From an optimization exercise on the open Yosys and OpenROAD flow, aimed at small area; shortcuts taken in it are not production practice.
The RTL was checked by simulation tests, not by an equivalence proof against the original design.
No activity file was given, so power comes from the tool's default toggle rates.

Design ASP, start of the top module:
module ASP #(parameter data_size = 32, parameter tag_size = 8, parameter mem_depth = 256) (
    input clk,
    input reset,
    input data_parity_ready_in,
    input[(data_size):0] data_parity_in,
    input network_data_ready_in,
    input network_ACK_in,
    input[(data_size+tag_size-1):0] network_data_tag_in,
    output parity_error_out,
    output host_data_ready_out,
    output[(data_size-1):0] host_data_out,
    output network_data_ready_out,
    output network_ACK_out,
    output[(data_size+tag_size-1):0] network_data_tag_out
);
export LEC_CHECK = 0
export CAP_MARGIN = 20
export CORE_MARGIN = 2
export CORE_UTILIZATION = 60
export SLEW_MARGIN = 20
create_clock -name core_clock -period 5.0 [get_ports {clk}]
standard.sh (not shown) runs the stock make flow with config.mk's settings and CLKGATE_MAP_FILE= SYNTH_SCRIPT=/design/flow/synth_recipe.tcl, a recipe that flattens the netlist after the stock synthesis.
==> flow/flow/run.sh <==
#!/bin/bash
set -euo pipefail
export BUFFER_PORTS_ARGS="-buffer_cell sky130_fd_sc_hd__buf_1"
export CTS_ARGS="-sink_clustering_enable -repair_clock_nets -dont_use_dummy_load "
bash standard.sh > standard.log 2>&1
The baseline completed with no timing, DRC or antenna violations.
Edit:
==> flow/run.sh (new file) <==
#!/bin/bash
# synth_recipe.tcl (not shown) runs the flow's synth.tcl, then flattens the netlist and writes it again
# the make line also repeats each setting of config.mk as NAME=value (left out here)
make -C /OpenROAD-flow-scripts/flow DESIGN_CONFIG=/design/flow/config.mk WORK_HOME=/design/flow/orfs CLKGATE_MAP_FILE= SYNTH_SCRIPT=/design/flow/synth_recipe.tcl finish
CORE_UTILIZATION = 40   (was 60)
removed: flow/flow/run.sh
removed: flow/standard.sh
Outcome: Sequential cell count stays the same. Power increases by 14%. Non-clock buffer count stays the same. Final cell count increases by 10%. Wire length went up by about 18%. Cell area rises by about 18%. Sequential power barely changes. Global-route usage came out lower by 3.5 points. Critical path depth went down by 3. Worst setup slack got worse by 600 ps.
Edit:
==> flow/flow/run.sh (new file) <==
#!/bin/bash
set -euo pipefail
export BUFFER_PORTS_ARGS="-buffer_cell sky130_fd_sc_hd__buf_1"
export CTS_ARGS="-sink_clustering_enable -repair_clock_nets -dont_use_dummy_load -buf_list sky130_fd_sc_hd__clkbuf_4 -sink_clustering_size 12 -sink_clustering_max_diameter 40"
bash standard.sh > standard.log 2>&1
==> flow/standard.sh (new file) <==
#!/bin/bash
# synth_recipe.tcl (not shown) runs the flow's synth.tcl, then flattens the netlist and writes it again
# the make line also repeats each setting of config.mk as NAME=value (left out here)
make -C /OpenROAD-flow-scripts/flow DESIGN_CONFIG=/design/flow/config.mk WORK_HOME=/design/flow/orfs CLKGATE_MAP_FILE= SYNTH_SCRIPT=/design/flow/synth_recipe.tcl "${@:-finish}"
CORE_UTILIZATION = 60   (was 40)
removed: flow/run.sh
Register-to-register slack degrades by 40 ps; global-route usage goes up by 3.2 points; worst setup slack is better by 640 ps; design area decreases by about a fifth; sequential power stays flat.
Edit:
==> flow/flow/run.sh (replaced) <==
#!/bin/bash
set -euo pipefail
export BUFFER_PORTS_ARGS="-buffer_cell sky130_fd_sc_hd__buf_1"
bash standard.sh > standard.log 2>&1
ABC_AREA = 1   (was not set)
CORE_UTILIZATION = 40   (was 60)
CTS_BUF_LIST = sky130_fd_sc_hd__clkbuf_4   (was not set)
Outcome:
- The changed run went through all stages and came out clean
- total power shrinks by 6.3%
- maximum frequency increases by 11%
- global-route usage shrinks by 0.79 points
- setup slack gets better by 290 ps
- area after synthesis came out higher by 15%
- cell count increases by 62%
- flip-flop and latch count does not change
Edit:
--- a/flow/flow/run.sh
+++ b/flow/flow/run.sh
@@ -3,0 +4 @@
+export CTS_ARGS="-sink_clustering_enable -repair_clock_nets -dont_use_dummy_load -buf_list sky130_fd_sc_hd__clkbuf_8 -sink_clustering_size 24 -sink_clustering_max_diameter 50"
ABC_AREA = not set   (was 1)
CORE_UTILIZATION = 60   (was 40)
CTS_BUF_LIST = not set   (was sky130_fd_sc_hd__clkbuf_4)
The changed run finished with timing, DRC and antenna clean. Setup slack gets worse by 350 ps. Global-route usage rises by 0.60 points. Core utilization rises by 22 points. Clock skew rises by 6.5 ps. Sequential cell count stays the same. Via count falls by well over a third. Routed wire length falls by well over a third. Power rises by a little under a tenth. Final area falls by about a fifth.
Edit:
==> flow/flow/run.sh (replaced) <==
#!/bin/bash
set -euo pipefail
export BUFFER_PORTS_ARGS="-buffer_cell sky130_fd_sc_hd__buf_1"
bash standard.sh > standard.log 2>&1
CORE_UTILIZATION = 40   (was 60)
After rerunning:
- register-to-register slack barely changes
- maximum frequency drops slightly
- synthesized cell count stays the same
- power climbs by about a fifth
- synthesized area stays the same
- die area climbs by well over a third
- cell area climbs by a little under a tenth
- wire length climbs by about a fifth
- global-route usage drops by 4.0 points

## re-timing with driven ports
In the flow no input, the clock included, has a driving cell. The finished layouts below were timed again as built, in two steps.
Step 1 assumes that a clkbuf_16 drives the clock port and a buf_2 every other input.
Step 2 moves the port delays by t, midway between the first and last clock arrival at a register: inputs arrive t later, outputs are due t later. That takes back most of the time a late clock gives input paths.
Slacks: ideal / step 1 / step 2; pairs: ideal / step 1.
run	t, ns	setup WS [ns]	worst hold slack (ns)	worst register clock-pin slew, ns
the first run	0.520	2.024 / 2.024 / 1.503	0.284 / 0.284 / 0.284	0.06 / 0.06
the second run	0.498	1.419 / 1.395 / 1.168	0.319 / 0.319 / 0.319	0.06 / 0.06
the third run	0.556	2.057 / 2.035 / 1.520	0.291 / 0.291 / 0.291	0.11 / 0.11
the fourth run	0.639	2.344 / 2.318 / 1.839	0.312 / 0.312 / 0.312	0.07 / 0.07
the fifth run	0.486	1.994 / 2.002 / 1.517	0.307 / 0.307 / 0.307	0.13 / 0.13
the sixth run	0.504	1.949 / 1.965 / 1.461	0.314 / 0.314 / 0.314	0.06 / 0.06
After both steps every run listed still meets setup and hold. For the third run, which loses most, drivers alone change the setup slack by -0.022 ns; drivers and shift together by -0.537 ns.
